Context: an optimization exercise on an open-source flow, tuned for small area, a short achievable clock period and few clock cycles. The choices shown serve that exercise and are no tape-out recipe. The RTL was checked by simulation tests, not by an equivalence proof against the original design. Power is estimated from default activity; no workload was simulated.

===== flow/design.v =====
`timescale 1ns / 1ps
module ALU(
    input  [31:0] a,
    input  [31:0] b,
    input         sub,        
    input  [1:0]  lop,        
    input         lui,
    input  [4:0]  shamt,
    input         sh_left,
    input         sh_arith,
    input  [31:0] link,
    input  [31:0] hilo,
    input  [6:0]  sel,
    output [31:0] sum,
    output [31:0] result
    );
wire [31:0] bx = b ^ {32{sub}};
wire [32:0] s = {1'b0, a} + {1'b0, bx} + {32'b0, sub};
assign sum = s[31:0];
wire lt_s = (a[31] ^ b[31]) ? a[31] : s[31];
wire lt_u = ~s[32];
reg [31:0] lg;
always @(*) begin
  case (lop)
    2'd0: lg = a & b;
    2'd1: lg = a | b;
    2'd2: lg = a ^ b;
    default: lg = lui ? b : ~(a | b);
  endcase
end
function [31:0] rev32(input [31:0] x);
  integer k;
  for (k = 0; k < 32; k = k + 1) rev32[k] = x[31-k];
endfunction
wire [31:0] sin = sh_left ? rev32(b) : b;
wire [63:0] sx = {{32{sh_arith & b[31]}}, sin} >> shamt;
wire [31:0] sr = sx[31:0];
wire [31:0] shres = sh_left ? rev32(sr) : sr;
assign result = ({32{sel[0]}} & s[31:0])
              | {31'b0, (sel[1] & lt_s) | (sel[2] & lt_u)}
              | ({32{sel[3]}} & lg)
              | ({32{sel[4]}} & shres)
              | ({32{sel[5]}} & link)
              | ({32{sel[6]}} & hilo);
endmodule
`timescale 1ns / 1ps
module GRF(
    input clk,
    input reset,
    input WE,
    input [4:0] A1,
    input [4:0] A2,
    input [4:0] A3,
    input [31:0] WD,
    output [31:0] RD1,
    output [31:0] RD2
    );
reg [31:0] grf [1:31];
reg [31:1] valid;
wire [31:0] vld = {valid, 1'b0};
always @(posedge clk) begin
  if (reset)
    valid <= 31'b0;
  else if (WE && A3 != 5'd0)
    valid[A3] <= 1'b1;
end
always @(posedge clk) begin
  if (WE && A3 != 5'd0)
    grf[A3] <= WD;
end
assign RD1 = grf[A1] & {32{vld[A1]}};
assign RD2 = grf[A2] & {32{vld[A2]}};
endmodule
`timescale 1ns / 1ps
module HLU(
  input clk,
  input reset,
  input start,
  input isdiv,
  input uns,
  input wr_hi,
  input wr_lo,
  input [31:0] a,
  input [31:0] b,
  output busy,
  output reg [31:0] hi,
  output reg [31:0] lo
);
localparam IDLE = 2'd0, MUL = 2'd1, DNORM = 2'd2, DSTEP = 2'd3;
reg [1:0]  st;
reg [5:0]  cnt;
reg [32:0] m;         
reg        hx;        
reg        sg;        
reg        nq, nr;    
assign busy = st != IDLE;
function [5:0] nbits(input [31:0] x);
  integer k;
  begin
    nbits = 6'd0;
    for (k = 0; k < 32; k = k + 1)
      if (x[k]) nbits = k + 1;
  end
endfunction
function [31:0] negc(input [31:0] x, input n);
  integer k;
  reg seen;
  begin
    seen = 1'b0;
    for (k = 0; k < 32; k = k + 1) begin
      negc[k] = x[k] ^ (n & seen);
      seen = seen | x[k];
    end
  end
endfunction
wire        lastm = cnt[1:0] == 2'd1;
wire [8:0]  chunk = {sg & lastm & lo[7], lo[7:0]};
wire [41:0] mt = $signed({hx, hi}) + $signed(m) * $signed(chunk);
wire [31:0] aa = negc(lo, sg & lo[31]);
wire [31:0] ab = negc(m[31:0], sg & m[31]);
wire [6:0]  nqm = {1'b0, nbits(aa)} - {1'b0, nbits(ab)} + 7'd1;    
wire        qzero = nqm[6] | (nqm == 7'd0);
wire [4:0]  rot = nqm[4:0];
wire [63:0] aa2 = {aa, aa} >> rot;
wire [31:0] rr = aa2[31:0];
wire [31:0] lowm = ~(32'hffffffff << (6'd32 - {1'b0, rot}));           
wire [31:0] lowmask = (nqm[5]) ? 32'b0 : lowm;
wire [32:0] rs = {hi, lo[31]};
wire [32:0] df = rs - {1'b0, m[31:0]};
wire        ge = ~df[32];
wire [31:0] rn = ge ? df[31:0] : rs[31:0];
wire [31:0] qn = {lo[30:0], ge};
wire        lastd = cnt == 6'd1;
always @(posedge clk) begin
  if (reset) begin
    st <= IDLE;
    hi <= 32'b0;
    lo <= 32'b0;
  end else begin
    case (st)
      IDLE: begin
        if (wr_hi) hi <= a;
        if (wr_lo) lo <= a;
        if (start) begin
          sg <= ~uns;
          if (isdiv) begin
            st <= DNORM;
            lo <= a;
            m  <= {1'b0, b};
            nq <= ~uns & (a[31] ^ b[31]);
            nr <= ~uns & a[31];
          end else begin
            st  <= MUL;
            m   <= {~uns & a[31], a};
            lo  <= b;
            hi  <= 32'b0;
            hx  <= 1'b0;
            cnt <= 6'd4;
          end
        end
      end
      MUL: begin
        {hx, hi} <= mt[40:8];
        lo <= {mt[7:0], lo[31:8]};
        cnt <= cnt - 6'd1;
        if (lastm) st <= IDLE;
      end
      DNORM: begin
        m <= {1'b0, ab};
        if (qzero) begin
          hi <= lo;
          lo <= 32'b0;
          st <= IDLE;
        end else begin
          hi  <= rr & lowmask;
          lo  <= rr & ~lowmask;
          cnt <= nqm[5:0];
          st  <= DSTEP;
        end
      end
      DSTEP: begin
        hi  <= negc(rn, nr & lastd);
        lo  <= negc(qn, nq & lastd);
        cnt <= cnt - 6'd1;
        if (lastd) st <= IDLE;
      end
    endcase
  end
end
endmodule
`timescale 1ns / 1ps
module mips(
    input clk,
    input reset,
    input [31:0] i_inst_rdata,
    input [31:0] m_data_rdata,
    output [31:0] i_inst_addr,
    output [31:0] m_data_addr,
    output [31:0] m_data_wdata,
    output [3 :0] m_data_byteen,
    output [31:0] m_inst_addr,
    output w_grf_we,
    output [4:0] w_grf_addr,
    output [31:0] w_grf_wdata,
    output [31:0] w_inst_addr
    );
reg [31:2] pcF;
reg [31:0] ir;
reg [31:2] pcX;
reg        vX;
reg [31:0] mRes;
reg [31:0] mSd;
reg [3:0]  mBe;
reg [31:2] pcM;
reg [4:0]  mDst;
reg        mWr;
reg        mLd;
reg        mLb;       
reg        mLh;       
reg        mLs;       
reg [31:0] wData;
reg [4:0]  wDst;
reg        wWe;
reg [31:2] pcW;
assign i_inst_addr   = {pcF, 2'b00};
assign m_data_addr   = mRes;
assign m_data_wdata  = mSd;
assign m_data_byteen = mBe;
assign m_inst_addr   = {pcM, 2'b00};
assign w_grf_we      = wWe;
assign w_grf_addr    = wDst;
assign w_grf_wdata   = wData;
assign w_inst_addr   = {pcW, 2'b00};
wire [5:0] op = ir[31:26];
wire [5:0] fn = ir[5:0];
wire [4:0] rs = ir[25:21];
wire [4:0] rt = ir[20:16];
wire [4:0] rd = ir[15:11];
wire [15:0] imm = ir[15:0];
wire rtype  = op == 6'b000000;
wire r_alu  = rtype & (fn[5:3] == 3'b100);                   
wire r_slt  = rtype & (fn[5:1] == 5'b10101);                 
wire r_sh   = rtype & (fn[5:3] == 3'b000);                   
wire r_jr   = rtype & (fn[5:1] == 5'b00100);                 
wire r_jalr = r_jr & fn[0];
wire r_mf   = rtype & (fn[5:3] == 3'b010) & ~fn[0];          
wire r_mt   = rtype & (fn[5:3] == 3'b010) & fn[0];           
wire r_md   = rtype & (fn[5:2] == 4'b0110);                  
wire i_alu  = op[5:3] == 3'b001;                             
wire i_j    = op[5:1] == 5'b00001;                           
wire i_jal  = i_j & op[0];
wire i_br2  = op[5:1] == 5'b00010;                           
wire i_br1  = (op[5:1] == 5'b00011) | (op == 6'b000001);     
wire i_ld   = (op[5:3] == 3'b100);
wire i_st   = (op[5:3] == 3'b101);
wire use_rs = ~i_j;
wire use_rt = rtype | i_br2 | i_st;
wire wr_rd  = r_alu | r_slt | r_sh | r_jalr | r_mf;
wire wr_rt  = i_alu | i_ld;
wire [4:0] dst = i_jal ? 5'd31 : wr_rd ? rd : rt;
wire writes = (wr_rd | wr_rt | i_jal) & (dst != 5'd0);
wire [31:0] rf1, rf2;
wire fm1 = mWr & (mDst == rs);
wire fm2 = mWr & (mDst == rt);
wire fw1 = wWe & (wDst == rs);
wire fw2 = wWe & (wDst == rt);
wire [31:0] rsv = fm1 ? mRes : fw1 ? wData : rf1;
wire [31:0] rtv = fm2 ? mRes : fw2 ? wData : rf2;
wire md_busy;
wire stall = vX & ((mLd & ((use_rs & fm1) | (use_rt & fm2)))
                 | ((r_md | r_mf | r_mt) & md_busy));
wire go = vX & ~stall;
wire zext = op[5:2] == 4'b0011 & ~(op[1] & op[0]);           
wire [31:0] immx = {{16{imm[15] & ~zext}}, imm};
wire lui = i_alu & (op[2:0] == 3'b111);
wire [31:0] bop = rtype ? rtv : lui ? {imm, 16'b0} : immx;
wire sub = (r_alu & fn[1]) | r_slt | (i_alu & (op[2:1] == 2'b01));
wire [1:0] lop = rtype ? fn[1:0] : op[1:0];
wire sel_as  = r_alu & ~fn[2] | i_alu & (op[2:1] == 2'b00) | i_ld | i_st;
wire sel_slt = (r_slt & ~fn[0]) | (i_alu & (op[2:0] == 3'b010));
wire sel_sltu= (r_slt &  fn[0]) | (i_alu & (op[2:0] == 3'b011));
wire sel_lg  = r_alu & fn[2] | i_alu & op[2];
wire sel_sh  = r_sh;
wire sel_lk  = r_jalr | i_jal;
wire sel_hl  = r_mf;
wire [31:2] link = pcX + 30'd2;
wire [31:0] hi, lo;
wire [31:0] sum, result;
ALU alu(
  .a(rsv),
  .b(bop),
  .sub(sub),
  .lop(lop),
  .lui(lui),
  .shamt(fn[2] ? rsv[4:0] : ir[10:6]),
  .sh_left(~fn[1]),
  .sh_arith(fn[0]),
  .link({link, 2'b00}),
  .hilo(fn[1] ? lo : hi),
  .sel({sel_hl, sel_lk, sel_sh, sel_lg, sel_sltu, sel_slt, sel_as}),
  .sum(sum),
  .result(result)
);
wire eq = rsv == rtv;
wire rs_z = rsv == 32'b0;
reg  br_c;
always @(*) begin
  case (op[2:0])
    3'b100: br_c = eq;
    3'b101: br_c = ~eq;
    3'b110: br_c = rsv[31] | rs_z;
    3'b111: br_c = ~rsv[31] & ~rs_z;
    default: br_c = rt[0] ^ rsv[31];        
  endcase
end
wire taken = (i_br2 | i_br1) & br_c;
wire [31:2] br_tgt = pcX + {{14{imm[15]}}, imm} + 30'd1;
wire [31:2] pcF1 = pcF + 30'd1;
reg [31:2] npc;
always @(*) begin
  if (vX & i_j)        npc = {pcX[31:28], ir[25:0]};
  else if (vX & r_jr)  npc = rsv[31:2];
  else if (vX & taken) npc = br_tgt;
  else                 npc = pcF1;
end
wire [1:0] al = sum[1:0];
wire st_b = ~op[1] & ~op[0];
wire st_h = ~op[1] &  op[0];
wire [31:0] sdata = st_b ? {4{rtv[7:0]}} : st_h ? {2{rtv[15:0]}} : rtv;
wire [3:0] be = st_b ? (4'b0001 << al) : st_h ? (al[1] ? 4'b1100 : 4'b0011) : 4'b1111;
HLU hlu(
  .clk(clk),
  .reset(reset),
  .start(go & r_md),
  .isdiv(fn[1]),
  .uns(fn[0]),
  .wr_hi(go & r_mt & ~fn[1]),
  .wr_lo(go & r_mt & fn[1]),
  .a(rsv),
  .b(rtv),
  .busy(md_busy),
  .hi(hi),
  .lo(lo)
);
always @(posedge clk) begin
  if (reset) begin
    pcF <= 30'h00000c00;
    vX  <= 1'b0;
  end else if (!stall) begin
    pcF <= npc;
    vX  <= 1'b1;
  end
end
always @(posedge clk) begin
  if (!stall) begin
    ir  <= i_inst_rdata;
    pcX <= pcF;
  end
end
always @(posedge clk) begin
  if (reset) begin
    mWr <= 1'b0;
    mLd <= 1'b0;
    mBe <= 4'b0;
  end else begin
    mWr <= go & writes;
    mLd <= go & i_ld;
    mBe <= (go & i_st) ? be : 4'b0;
  end
end
always @(posedge clk) begin
  mRes <= result;
  mSd  <= sdata;
  pcM  <= pcX;
  mDst <= dst;
  mLb  <= ~op[0] & ~op[1];
  mLh  <= op[0] & ~op[1];
  mLs  <= ~op[2];
end
wire [1:0] la = mRes[1:0];
wire [15:0] half = la[1] ? m_data_rdata[31:16] : m_data_rdata[15:0];
wire [7:0]  bytev = la[0] ? half[15:8] : half[7:0];
wire [31:0] ldv = mLb ? {{24{mLs & bytev[7]}}, bytev} :
                  mLh ? {{16{mLs & half[15]}}, half} :
                  m_data_rdata;
always @(posedge clk) begin
  if (reset) wWe <= 1'b0;
  else       wWe <= mWr;
end
always @(posedge clk) begin
  wData <= mLd ? ldv : mRes;
  wDst  <= mDst;
  pcW   <= pcM;
end
GRF grf(
  .clk(clk),
  .reset(reset),
  .WE(wWe),
  .A1(rs),
  .A2(rt),
  .A3(wDst),
  .WD(wData),
  .RD1(rf1),
  .RD2(rf2)
);
endmodule

===== flow/run.sh =====
#!/bin/bash
# synth_recipe.tcl (not shown) runs the flow's synth.tcl, then flattens the netlist and writes it again
# the make line also repeats each setting of config.mk as NAME=value (left out here)
make -C /OpenROAD-flow-scripts/flow DESIGN_CONFIG=/design/flow/config.mk WORK_HOME=/design/flow/orfs CLKGATE_MAP_FILE= SYNTH_SCRIPT=/design/flow/synth_recipe.tcl finish

===== flow/config.mk =====
export PLATFORM = sky130hd
export DESIGN_NAME = mips
export DESIGN_NICKNAME = mips
export VERILOG_FILES = /design/flow/design.v
export SDC_FILE = /design/flow/constraint.sdc
export NUM_CORES = 4
export LEC_CHECK = 0
export CAP_MARGIN = 20
export CORE_MARGIN = 2
export CORE_UTILIZATION = 40
export SLEW_MARGIN = 20

===== flow/constraint.sdc =====
create_clock -name core_clock -period 110.0 [get_ports {clk}]
set_input_delay 22.0000 -clock core_clock [delete_from_list [all_inputs] [get_ports {clk}]]
set_output_delay 22.0000 -clock core_clock [all_outputs]
set_load 0.01 [all_outputs]

==> results.json <==
{
  "setup.worst_path.start_class": "flip-flop",
  "yosysMostFrequentCell": "edfxtp_1",
  "hpwlAfterDp_mm": 306.8,
  "ys.flop_type": "edfxtp_1",
  "rsz0062_at_grt": "no",
  "die_area_sq_um": 241400,
  "fin_total_pwr_mw": 1.323,
  "cts_buffers": 155,
  "grt_remaining_overflow": 0,
  "routed_via_density": 6.700,
  "slew_violations": 0,
  "syn_inst": 8735,
  "critPathKind": "reg -> out",
  "peakVddDrop_uv": 16.25,
  "fin_crit_ns": 24.49,
  "gp_congestion": 1.042,
  "synth.largest_area_cell": "edfxtp_1",
  "cts-resized-gates": 0,
  "die_h_um": 491.4,
  "cap_violations": 0,
  "avgSynthCellArea_sq_um": 10.88,
  "initial_utilization_pct": 40.32,
  "cp_num_buf_inv": 1,
  "synth-async-reset-ratio_pct": 0,
  "drive_gt1_share_pct": 13.06,
  "min_path_type": "reg -> reg",
  "layout.cells.non_filler": 12175,
  "critPathArrivalTime_ns": 2.49,
  "grt_max_degree": 89,
  "status": "finished clean",
  "synth_top_area_share_pct": 34.67,
  "cp_slowest_stage_delay_ns": 0.86,
  "track_usage_pct": 35.76,
  "slew_headroom_pct": 7.009,
  "cts_setup_buffers": 0,
  "synth_commonest_cells": "edfxtp_1 (1,097), nand2_1 (768), nor2_1 (614)",
  "grt_first_pass_wirelength_mm": 613.0,
  "antenna_left": 0,
  "via_count": 81578,
  "syn_to_final_growth_pct": 12.98,
  "core_area_sq_um": 235600,
  "mappedNetlistArea_sq_um": 95000,
  "first_iter_violations": 12483,
  "design_area_sq_um": 107300,
  "synth_enable_flop_cells": 1097,
  "worst_path_max_delay_cell": "dfxtp_1",
  "io_buffer_count": 261,
  "htreeDepth": 4,
  "synth.distinct_cells": 99,
  "clockRootBuffer": "clkbuf_16",
  "end_kind": "output pin",
  "yosysWarnings": 4,
  "dpl_cell_area_sq_um": 101800,
  "row_count": 178,
  "cts_tree": "yes",
  "layout.nets": 9472,
  "path_cells": "clkdlybuf4s50_1",
  "fmax_ghz": 0.04084,
  "pin_count": 268,
  "chipWidth_um": 491.4,
  "remaining_drc_errors": 0,
  "worstPathMaxFanout": 5,
  "cts_buffer_depth": 3,
  "wirelength_mm": 443.7,
  "post-route-period-util_pct": 22.26,
  "clk_pin_slew_worst_paths_ns": 0.07,
  "wl_per_cell_um": 36.45,
  "synth_seq_cells": 1411,
  "p_per_area_nw_per_um2": 12.32,
  "finalClockSkew_ns": 0.06352,
  "grt_pass1_vias": 78580,
  "worstMarginPinSlew_ns": 1.395,
  "worstSkewPairLatency_ns": 0.88,
  "placed_cells": 11839,
  "setup_viol": 0,
  "tns_ns": 0,
  "first_pass_iters": 8,
  "grt_antenna_before_repair": 49,
  "synth_area_leaders": "edfxtp_1 (35%), mux4_2 (9.7%), dfxtp_1 (6.6%), fa_1 (5.8%), mux2i_1 (5.0%)",
  "cp_top_family": "flip-flops",
  "seq_area_frac_synth_pct": 41.29,
  "finalHoldViolCount": 0,
  "clock_sink_count": 1411,
  "cts_hold_buf": 0,
  "required_ns": 88.00,
  "p_leak_nw": 38.88
}
## power by group
| group | switching (mW) | total [mW] | leakage (nW) | internal [mW] |
|---|---|---|---|---|
| logic | 0.120 | 0.180 | 23.6 | 0.0602 |
| registers | 0.0104 | 0.594 | 12.7 | 0.583 |
| clock network | 0.238 | 0.549 | 2.57 | 0.310 |
| total | 0.369 | 1.32 | 38.9 | 0.954 |
## area by class of cell
type / count / area, sq um
Fill cell: 21833 / 128300
Multi-Input combinational cell: 6226 / 51700
Sequential cell: 1411 / 39270
Timing Repair Buffer: 614 / 5330
Clock buffer: 201 / 4134
Tap cell: 3150 / 3941
Inverter: 443 / 1665
Clock inverter: 84 / 1187
Antenna cell: 46 / 115.1
## state kept, by name, summed over array words and instances (netlist names), 4 cells and up, named ones only
| register | cells |
|---|---|
| grf.grf | 992 |
| grf.valid | 31 |
| hlu.cnt | 6 |
| hlu.hi | 32 |
| hlu.lo | 32 |
| hlu.m | 33 |
| ir | 32 |
| mBe | 4 |
| mDst | 5 |
| mRes | 32 |
| mSd | 32 |
| pcF | 30 |
| pcM | 30 |
| pcW | 30 |
| pcX | 30 |
| wData | 32 |
| wDst | 5 |
## layer usage
metal	GRT usage (%)	share of wire, %
met1	45.28	37
met4	24.29	8.0
met5	0.1389	0.046
met3	10.31	12
met2	52.85	43
## layout by cell type, fill, tap and decap left out, types with 32 or more instances in the layout
cell type	n
o211ai_1	82
mux4_2	408
edfxtp_1	1097
a211oi_1	137
o21a_1	35
or3_1	38
nand4_1	71
xnor2_1	255
nor4_1	50
o22ai_1	60
o21ai_0	397
nor3_1	107
nand2_1	767
mux2_2	44
a221oi_1	106
a21o_1	57
ha_1	279
a21oi_1	554
o221ai_1	65
mux2i_1	469
a31oi_1	112
and3_1	49
inv_1	428
a22o_1	69
clkbuf_16	156
dfxtp_1	298
nand2b_1	73
fa_1	275
o31ai_1	32
diode_2	46
nor2_1	609
a22oi_1	186
buf_4	346
xor2_1	109
nand3_1	146
and2_1	100
clkbuf_1	38
clkdlybuf4s50_1	260
## final timing paths
check,startpoint,endpoint,slack (ns),depth (start not counted)
max,mRes[26]$_DFF_P_,m_data_addr[26],85.51,1
min,pcM[17]$_DFF_P_,pcW[17]$_DFF_P_,0.35,0
max reg2reg,hlu.m[0]$_DFFE_PP_,hlu.hi[2]$_SDFFE_PP0N_,99.77,27
min reg2reg,pcM[17]$_DFF_P_,pcW[17]$_DFF_P_,0.35,0
## cell families after synthesis
kind of cell    count (synthesis)  share of synthesized area (%)
compound gates               2207                          15.48
simple gates                 2161                          10.38
flops                        1411                          41.29
buf+inv                      1103                          4.686
mux                           928                          15.28
fa+ha+maj                     556                          9.493
xor+xnor                      368                          3.393
other cells                     1                       0.003947
## per-stage QoR
stage / util, % / hold slack (ns) / setup WS, ns
4_1_cts: 45.47 / 0.3498 / 85.31
3_5_place_dp: 43.21 / 0.3356 / 85.51
6_report: 45.55 / 0.3492 / 85.51
3_3_place_gp: 43.20 / 0.3329 / 85.52
2_1_floorplan: - / 0.3699 / 85.80
5_1_grt: 45.53 / 0.3546 / 85.54
Testbench counts, summed over its fixed seeds: cycles 61,135.

[what the ideal ports hide]
The results above use ideal ports. As a check the final layout listed here was re-extracted and re-timed, cells and wires unchanged.
Step 1: set_driving_cell puts a clkbuf_16 on clk and a buf_2 on each other input, an assumption about the parent block.
Step 2 adds t to the input delays and takes it off the output delays; t is the mean of the earliest and latest rising clock arrival at the registers after step 1. Input paths then give back, and output paths get back, about the clock's delay inside the block.
Three values: ideal ports, drivers, drivers and shift; two values: the first two.
t (ns): 0.941
setup slack, ns: 85.515 / 85.421 / 85.372
worst setup path at the end: input to register
slew at the worst register clock pin (ns): 0.07 / 0.07
worst slew at a driven data input, ns: 0.14
After both steps setup and hold are still met in this run. The setup slack of this run moves by -0.094 ns with the drivers and by -0.143 ns with both steps.
